What follows belongs to an exercise in optimizing a design on an open flow for small area; a production flow would make more cautious choices. Function was checked by simulation only, so behaviour that the tests miss may differ from the original. Power figures rest on the tool's default switching activity, not on a simulated workload.

==> build 31: inputs <==
## defog_top
module defog_top(
	input	clk,
	input	nrst,
	input	[7:0]	r,
	input	[7:0]	g,
	input	[7:0]	b,
	input	hsync,
	input	vsync,
	input	en,
	input	frame_done_flag,
	input	[7:0]	atmos,
	output	[7:0]	defogged_r,
	output	[7:0]	defogged_g,
	output	[7:0]	defogged_b,
	output	o_hsync,
	output	o_vsync,
	output	o_en,
	output	reg [7:0]	max_of_dark
);
reg [3:0] cnt;
wire cnt_done = cnt[3] & cnt[2];
always @(posedge clk or negedge nrst) begin
	if (!nrst)
		cnt <= 4'd0;
	else if (!cnt_done)
		cnt <= cnt + 4'd1;
end
wire p2_valid = cnt[3] | cnt[2] | cnt[1];
reg [23:0] p1, p2;
always @(posedge clk) begin
	p1 <= {r, g, b};
	p2 <= p1;
end
wire [7:0] r2 = p2[23:16];
wire [7:0] g2 = p2[15:8];
wire [7:0] b2 = p2[7:0];
wire [8:0] ar, ag, ab;
wire [7:0] dark;
assign ar[8] = 1'b1;
assign ag[8] = 1'b1;
assign ab[8] = 1'b1;
genvar k;
generate for (k = 7; k >= 0; k = k - 1) begin : gmin
	assign dark[k] = ~((ar[k+1] & ~r2[k]) | (ag[k+1] & ~g2[k]) | (ab[k+1] & ~b2[k]));
	assign ar[k] = ar[k+1] & ~(r2[k] & ~dark[k]);
	assign ag[k] = ag[k+1] & ~(g2[k] & ~dark[k]);
	assign ab[k] = ab[k+1] & ~(b2[k] & ~dark[k]);
end endgenerate
wire [8:0] gt;
assign gt[0] = 1'b0;
generate for (k = 0; k < 8; k = k + 1) begin : ggt
	assign gt[k+1] = (dark[k] & ~max_of_dark[k]) | (dark[k] & gt[k]) | (~max_of_dark[k] & gt[k]);
end endgenerate
wire dark_gt = gt[8];
always @(posedge clk or negedge nrst) begin
	if (!nrst)
		max_of_dark <= 8'd0;
	else if (frame_done_flag)
  ...
export LEC_CHECK = 0
export ABC_AREA = 1
export CAP_MARGIN = 20
export CORE_MARGIN = 2
export CORE_UTILIZATION = 70
export GPL_TIMING_DRIVEN = 0
export PLACE_DENSITY = 0.8
export SLEW_MARGIN = 20
create_clock -name core_clock -period 6.734 [get_ports {clk}]
standard.sh (not shown) runs the stock make flow with config.mk's settings and CLKGATE_MAP_FILE= SYNTH_SCRIPT=/design/flow/synth_recipe.tcl, a recipe that flattens the netlist after the stock synthesis.
==> flow/flow/run.sh <==
#!/bin/bash
# The standard layout (standard.sh, with its synthesis unchanged), with:
# - after synthesis, the netlist between the registers is improved for area;
#   registers keep their instances, names and cell types:
#   1. flow/fapol.py flips full-adder cells (FA is self-dual) to need fewer
#      inverters,
#   2. flow/resyn.sh re-maps the gates between registers and adders with ABC
#      for area;
# - port buffers: every input and output port still gets its own buffer,
#   the small sky130_fd_sc_hd__buf_1 instead of the default choice;
# - clock tree: sinks clustered into fewer, larger clusters, no dummy loads.
# Each tool's output goes to a log of its own in this folder.
set -euo pipefail
export BUFFER_PORTS_ARGS="-buffer_cell sky130_fd_sc_hd__buf_1"
export CTS_ARGS="-sink_clustering_enable -repair_clock_nets -sink_clustering_size 20 -sink_clustering_max_diameter 60 -buf_list sky130_fd_sc_hd__clkbuf_8 -dont_use_dummy_load"
bash standard.sh synth > synth.log 2>&1
R=orfs/results/${FLOW_PLATFORM}/defog_top/base
cp $R/1_2_yosys.v yosys_netlist.v
cp yosys_netlist.v net_in.v
if python3 flow/fapol.py net_in.v fapol_netlist.v > fapol.log 2>&1; then
  cp fapol_netlist.v net_in.v
fi
if bash flow/resyn.sh net_in.v resyn_netlist.v > resyn.log 2>&1; then
  cp resyn_netlist.v net_in.v
fi
cp net_in.v $R/1_2_yosys.v
touch $R/1_2_yosys.v
bash standard.sh > layout.log 2>&1
==> flow/flow/resyn.abc <==
strash
dch -f
map -a
mfs2
strash
dch -f
map -a
topo
==> flow/flow/resyn.sh <==
#!/bin/bash
# Re-maps the combinational logic of a synthesized netlist for area with ABC.
# Flip-flops, full/half adders and tie cells are kept as they are (same
# instances, same names); only the gates between them are re-mapped.
# usage: resyn.sh IN.v OUT.v
set -euo pipefail
IN=$1; OUT=$2
HERE=$(cd "$(dirname "$0")" && pwd)
LIB=$FLOW_HOME/platforms/$FLOW_PLATFORM/lib/sky130_fd_sc_hd__tt_025C_1v80.lib
YOSYS=$FLOW_HOME/../tools/install/yosys/bin/yosys
DU=""
for c in $(sed -n '/DONT_USE_CELLS += /,/^$/p' $FLOW_HOME/platforms/$FLOW_PLATFORM/config.mk | tr -d '\\' | tr ' ' '\n' | grep sky130); do
  DU="$DU -dont_use $c"
done
cat > resyn.ys <<EOY
read_liberty -ignore_miss_func $LIB
read_verilog $IN
hierarchy -top $FLOW_TOP
setattr -mod -set keep_hierarchy 1 sky130_fd_sc_hd__fa_* sky130_fd_sc_hd__ha_* sky130_fd_sc_hd__df* sky130_fd_sc_hd__conb*
flatten
opt_clean -purge
select -module $FLOW_TOP
abc -liberty $LIB -script $HERE/resyn.abc $DU -dont_use sky130_fd_sc_hd__clk* -dont_use sky130_fd_sc_hd__dly*
select -clear
opt_clean -purge
rename -hide w:*.*
splitnets
opt_clean -purge
tee -o resyn_stat.txt stat -liberty $LIB $FLOW_TOP
select $FLOW_TOP
write_verilog -noattr -selected $OUT
EOY
$YOSYS -q -l resyn_yosys.log resyn.ys
Other scripts of this flow, unchanged in this note and not shown: flow/flow/fapol.py
==> build 62: changes against build 31 <==
==> flow/flow/run.sh (replaced) <==
#!/bin/bash
# The standard layout (standard.sh, with its synthesis unchanged), with:
# - full-adder polarity: after synthesis, flow/fapol.py flips full-adder
#   cells (FA is self-dual) to need fewer inverters; registers untouched;
# - port buffers: every input and output port still gets its own buffer,
#   the small sky130_fd_sc_hd__buf_1 instead of the default choice;
# - clock tree: sinks clustered into fewer, larger clusters, no dummy loads.
set -euo pipefail
export BUFFER_PORTS_ARGS="-buffer_cell sky130_fd_sc_hd__buf_1"
export CTS_ARGS="-sink_clustering_enable -repair_clock_nets -sink_clustering_size 30 -sink_clustering_max_diameter 80 -buf_list sky130_fd_sc_hd__clkbuf_16 -dont_use_dummy_load"
bash standard.sh synth > synth.log 2>&1
R=orfs/results/${FLOW_PLATFORM}/defog_top/base
cp $R/1_2_yosys.v yosys_netlist.v
if python3 flow/fapol.py yosys_netlist.v fapol_netlist.v > fapol.log 2>&1; then
  cp fapol_netlist.v $R/1_2_yosys.v
  touch $R/1_2_yosys.v
fi
bash standard.sh > layout.log 2>&1
Settings changed: GPL_TIMING_DRIVEN 0 to default.
removed: flow/flow/resyn.abc
removed: flow/flow/resyn.sh
==> qor summary <==
Worst setup endpoint: build 62 d4[4]$_DFF_P_; build 31 d4[15]$_DFF_P_
Post-route cell area: build 62 13200 µm²; build 31 12700 µm²
Met2 Routed Length: build 62 12.3 mm; build 31 9.22 mm
Cell area power density: build 62 424 nW/µm²; build 31 400 nW/µm²
Number of CTS-inserted buffers: build 62 16; build 31 21
Floorplan Core Area: build 62 17200 µm²; build 31 16500 µm²
Global Route Usage Sum: build 62 27.2%; build 31 21.2%
CP startpoint: build 62 qdn3[1]$_DFF_P_; build 31 qdn3[0]$_DFF_P_
Global-route met1 utilization: build 62 32.5%; build 31 27.3%
Total placed cells including tap cells: build 62 1280; build 31 1212
Number of inverters outside the clock class in the layout: build 62 113; build 31 115
Outcome: build 62 timing/DRC/antenna clean; build 31 timing/DRC/antenna clean
Final cell count without fillers: build 62 1296; build 31 1237
DP Area: build 62 12800 µm²; build 31 12300 µm²
Area Growth Syn to Fin: build 62 8.04%; build 31 7.75%
Average instance area after synthesis: build 62 12.4 µm²; build 31 12.8 µm²
Share of total power in combinational logic: build 62 35.3%; build 31 32.8%
Wire length of the first global-routing pass: build 62 37.9 mm; build 31 30.0 mm
Number of instances in the synthesized netlist: build 62 987; build 31 920
Achievable frequency: build 62 154 MHz; build 31 155 MHz
Count of standard-cell rows: build 62 48; build 31 47
Depth of the worst register-to-register path: build 62 16; build 31 18
Mean routed wirelength per cell: build 62 18.4 µm; build 31 14.6 µm
Mean number of vias per cell: build 62 5.40; build 31 5.16
Minimum hold slack: build 62 0.314 ns; build 31 0.322 ns

-- afterwards: timing with drivers on the ports --
The flow's constraints put no driver on any port. The routed layouts listed below were extracted and timed again, unchanged, in two steps.
Step 1: set_driving_cell puts a clkbuf_16 on clk and a buf_2 on each other input, an assumption about the parent block.
Step 2 times the ports against the registers' clock, not the clock port: input delays grow and output delays shrink by t, the midpoint of the rising clock arrivals with the driver on.
a / b / c = ideal ports / drivers / drivers and shift; a / b = the first two.
run | shift t [ns] | setup WS [ns] | latest minus earliest clock arrival (ns) | slew at the worst register clock pin (ns)
build 31 | 0.579 | 0.295 / 0.295 / -0.117 | 0.035 / 0.036 | 0.12 / 0.12
build 62 | 0.536 | 0.240 / 0.240 / -0.111 | 0.054 / 0.054 | 0.11 / 0.11
With both steps, setup timing fails in build 31 and build 62, where it was met with ideal ports. The setup slack of build 31, which loses most, moves by 0.000 ns with the drivers and by -0.412 ns with both steps.
